Context: an optimization exercise on an open-source flow, tuned for small area, a short achievable clock period and few clock cycles per item. The choices shown serve that exercise and are no tape-out recipe. Function was checked by simulation only, so behaviour that the tests miss may differ from the original. Power figures rest on the tool's default switching activity, not on a simulated workload.

## matrix_mul
module matrix_mul #(
    parameter BITS = 8,  
    parameter WIDTH = 4,  
    parameter HEIGHT_A = 4,  
    parameter WIDTH_B = 4  
)(
    input logic clk,  
    input logic reset,  
    input logic start,  
    input logic [HEIGHT_A*WIDTH*BITS-1:0] i_array_a,  
    input logic [WIDTH*WIDTH_B*BITS-1:0] i_array_b,  
    output logic [HEIGHT_A*WIDTH_B*2*BITS-1:0] o_array_res,  
    output logic done  
);
logic [HEIGHT_A*WIDTH_B*2*BITS-1:0] row0, row1, res;
logic [3:0] one [WIDTH*WIDTH_B];
logic [3:0] two [WIDTH*WIDTH_B];
logic [3:0] neg [WIDTH*WIDTH_B];
genvar e;
generate
    for (e = 0; e < WIDTH*WIDTH_B; e++) begin : enc
        booth_enc be (.b(i_array_b[e*BITS +: BITS]), .one(one[e]), .two(two[e]), .neg(neg[e]));
    end
endgenerate
genvar i, j;
generate
    for (i = 0; i < HEIGHT_A; i++) begin : row
        for (j = 0; j < WIDTH_B; j++) begin : col
            localparam int R = i*WIDTH_B + j;
            dot4 dot (
                .a0(i_array_a[(i*WIDTH+0)*BITS +: BITS]),
                .a1(i_array_a[(i*WIDTH+1)*BITS +: BITS]),
                .a2(i_array_a[(i*WIDTH+2)*BITS +: BITS]),
                .a3(i_array_a[(i*WIDTH+3)*BITS +: BITS]),
                .one0(one[0*WIDTH_B+j]), .two0(two[0*WIDTH_B+j]), .neg0(neg[0*WIDTH_B+j]),
                .one1(one[1*WIDTH_B+j]), .two1(two[1*WIDTH_B+j]), .neg1(neg[1*WIDTH_B+j]),
                .one2(one[2*WIDTH_B+j]), .two2(two[2*WIDTH_B+j]), .neg2(neg[2*WIDTH_B+j]),
                .one3(one[3*WIDTH_B+j]), .two3(two[3*WIDTH_B+j]), .neg3(neg[3*WIDTH_B+j]),
                .row0(row0[R*2*BITS +: 2*BITS]),
                .row1(row1[R*2*BITS +: 2*BITS])
            );
            assign res[R*2*BITS +: 2*BITS] = row0_q[R*2*BITS +: 2*BITS] + row1_q[R*2*BITS +: 2*BITS];
        end
    end
endgenerate
logic [HEIGHT_A*WIDTH_B*2*BITS-1:0] row0_q, row1_q;
always_ff @(posedge clk) begin
    if (start) begin
        row0_q <= row0;
        row1_q <= row1;
    end
end
assign o_array_res = res;
  ...
==> flow/config.mk <==
export PLATFORM = sky130hd
export DESIGN_NAME = matrix_mul
export DESIGN_NICKNAME = matrix_mul
export VERILOG_FILES = /design/flow/design.v
export SDC_FILE = /design/flow/constraint.sdc
export NUM_CORES = 4
export LEC_CHECK = 0
export CAP_MARGIN = 20
export CORE_MARGIN = 2
export CORE_UTILIZATION = 40
export SLEW_MARGIN = 20
export SYNTH_HIERARCHICAL = 1
==> flow/constraint.sdc <==
create_clock -name core_clock -period 8.0 [get_ports {clk}]
set_input_delay 1.6000 -clock core_clock [delete_from_list [all_inputs] [get_ports {clk}]]
set_output_delay 1.6000 -clock core_clock [all_outputs]
set_load 0.01 [all_outputs]
run.sh (not shown) runs the stock make flow with config.mk's settings and CLKGATE_MAP_FILE= SYNTH_SCRIPT=/design/flow/synth_recipe.tcl, a recipe that flattens the netlist after the stock synthesis.
Testbench counts at the start, summed over its fixed seeds: cycles 2,000, items 2,000.
Edit:
--- a/flow/config.mk
+++ b/flow/config.mk
@@ -10 +10,2 @@
-export CORE_UTILIZATION = 40
+export CORE_UTILIZATION = 60
+export SETUP_SLACK_MARGIN = 2.5
What happened: The changed run completed with no timing, DRC or antenna violations; worst hold slack stays flat; synthesized cell count is unchanged; setup slack gains 0.90 ns; combinational power increases by about 3%; final area came out higher by 5.2%; clock power fell by 8.1%; utilization is higher by 25 points; non-clock buffer count rises by 427; total power rises by 1.8%; sequential power rose by about 0.8%; fmax climbs by 16%.

* * *

Another version of the RTL of matrix_mul (not shown whole).
Size in the first run: roughly 10000 cells after synthesis, ~510 flip-flops, ~520 I/O pins.
Settings: LEC_CHECK=0, CAP_MARGIN=10, CORE_MARGIN=2, CORE_UTILIZATION=62, SETUP_SLACK_MARGIN=2.5, SLEW_MARGIN=10, SYNTH_HIERARCHICAL=1; clock period 8.0 ns.
Testbench counts at the start, summed over its fixed seeds: cycles 2,000, items 2,000.
Next try:
Settings changed: CAP_MARGIN 10 to 20, CORE_UTILIZATION 62 to 55, SLEW_MARGIN 10 to 20.
Outcome: The changed run completed without violations; wire length fell by about 1.2%; combinational power fell by 4.9%; worst hold slack is worse by 0.021 ns; worst setup slack is worse by 0.042 ns; die area rose by 13%; register-to-register slack barely changes; fmax fell by 0.75%; design area rose by about 1.5%.
Next try:
Settings changed: CAP_MARGIN 20 to 10, CORE_UTILIZATION 55 to 62, SETUP_SLACK_MARGIN 2.5 to 2.4, SLEW_MARGIN 20 to 10.
Outcome: Non-clock buffer count decreases by 131; cell area decreases by 2.1%; combinational power decreases by about 0.8%; fmax decreases by 1.6%.
Next try:
Settings changed: CORE_UTILIZATION 62 to 55, SETUP_SLACK_MARGIN 2.4 to 2.5.
What happened:
- power increases slightly
- die area increases by roughly a tenth
- non-clock buffer count increases by 131

* * *

matrix_mul again, from the RTL that the note above started with.
Design matrix_mul, start of the top module:
module matrix_mul #(
    parameter BITS = 8,  
    parameter WIDTH = 4,  
    parameter HEIGHT_A = 4,  
    parameter WIDTH_B = 4  
)(
    input logic clk,  
    input logic reset,  
    input logic start,  
    input logic [HEIGHT_A*WIDTH*BITS-1:0] i_array_a,  
    input logic [WIDTH*WIDTH_B*BITS-1:0] i_array_b,  
    output logic [HEIGHT_A*WIDTH_B*2*BITS-1:0] o_array_res,  
    output logic done  
);
make LEC_CHECK=0 CAP_MARGIN=20 CORE_MARGIN=2 CORE_UTILIZATION=55 SETUP_SLACK_MARGIN=2.65 SLEW_MARGIN=20 SYNTH_HIERARCHICAL=1 finish   # period 8.0 ns
Testbench counts at the start, summed over its fixed seeds: cycles 2,000, items 2,000.
Rerun with:
- CAP_MARGIN: 20 -> 5
- SETUP_SLACK_MARGIN: 2.65 -> 2.5
- SLEW_MARGIN: 20 -> 5
Sequential share of layout area increases by 0.36 points; via count increases by 0.33%; synthesized cell count stays the same; core utilization decreases by 1.9 points; worst setup slack is worse by 0.096 ns; wire length increases by 0.77%; final cell count decreases by 1.1%.

* * *

Another version of the RTL of matrix_mul (not shown whole).
Size in the first run: about 510 flip-flops, roughly 520 I/O pins, ~0.12 mm² of cells after synthesis.
Settings: LEC_CHECK=0, CAP_MARGIN=20, CORE_MARGIN=2, CORE_UTILIZATION=40, SETUP_SLACK_MARGIN=2.5, SLEW_MARGIN=20, SYNTH_HIERARCHICAL=1; clock period 8.0 ns.
The baseline finished with timing, DRC and antenna clean.
Testbench counts at the start, summed over its fixed seeds: cycles 2,000, items 2,000.
Rerun with:
- CORE_UTILIZATION: 40 -> 55
- SETUP_SLACK_MARGIN: 2.5 -> 2.6
Result: Die area falls by a quarter to a third; synthesized cell count stays the same; routed wire length falls by a few percent.

re-timing with driven ports:
How much do the figures lean on ideal ports? The routed layouts below were timed once more, with nothing changed but the port constraints.
Step 1 (the two cells are an assumption about what drives the block):
set clk [get_ports {clk}]
set_driving_cell -lib_cell sky130_fd_sc_hd__clkbuf_16 $clk
set_driving_cell -lib_cell sky130_fd_sc_hd__buf_2 [delete_from_list [all_inputs] $clk]
Step 2 moves the port delays by t, midway between the first and last clock arrival at a register: inputs arrive t later, outputs are due t later. That takes back most of the time a late clock gives input paths.
a / b / c = no drivers / after step 1 / after step 2; a / b = the first two.
run	t (ns)	setup slack, ns	worst setup path after step 2	pins driven straight from the clock port
the first run of note 1	0.841	1.564 / 1.486 / 0.791	input to register	1
the second run of note 1	0.851	2.464 / 2.385 / 1.534	input to register	1
the first run of note 2	0.870	2.465 / 2.452 / 1.664	input to register	1
the second run of note 2	0.847	2.423 / 2.404 / 1.558	input to register	1
the third run of note 2	0.835	2.330 / 2.345 / 1.510	input to register	1
the fourth run of note 2	0.847	2.457 / 2.387 / 1.540	input to register	1
the first run of note 3	0.847	2.535 / 2.584 / 1.738	input to register	1
the second run of note 3	0.857	2.439 / 2.389 / 1.583	input to register	1
the first run of note 4	0.821	2.394 / 2.381 / 1.647	input to register	1
the second run of note 4	0.842	2.554 / 2.540 / 1.781	input to register	1
After both steps every run listed still meets setup and hold. For the second run of note 1, which loses most, drivers alone change the setup slack by -0.079 ns; drivers and shift together by -0.930 ns.
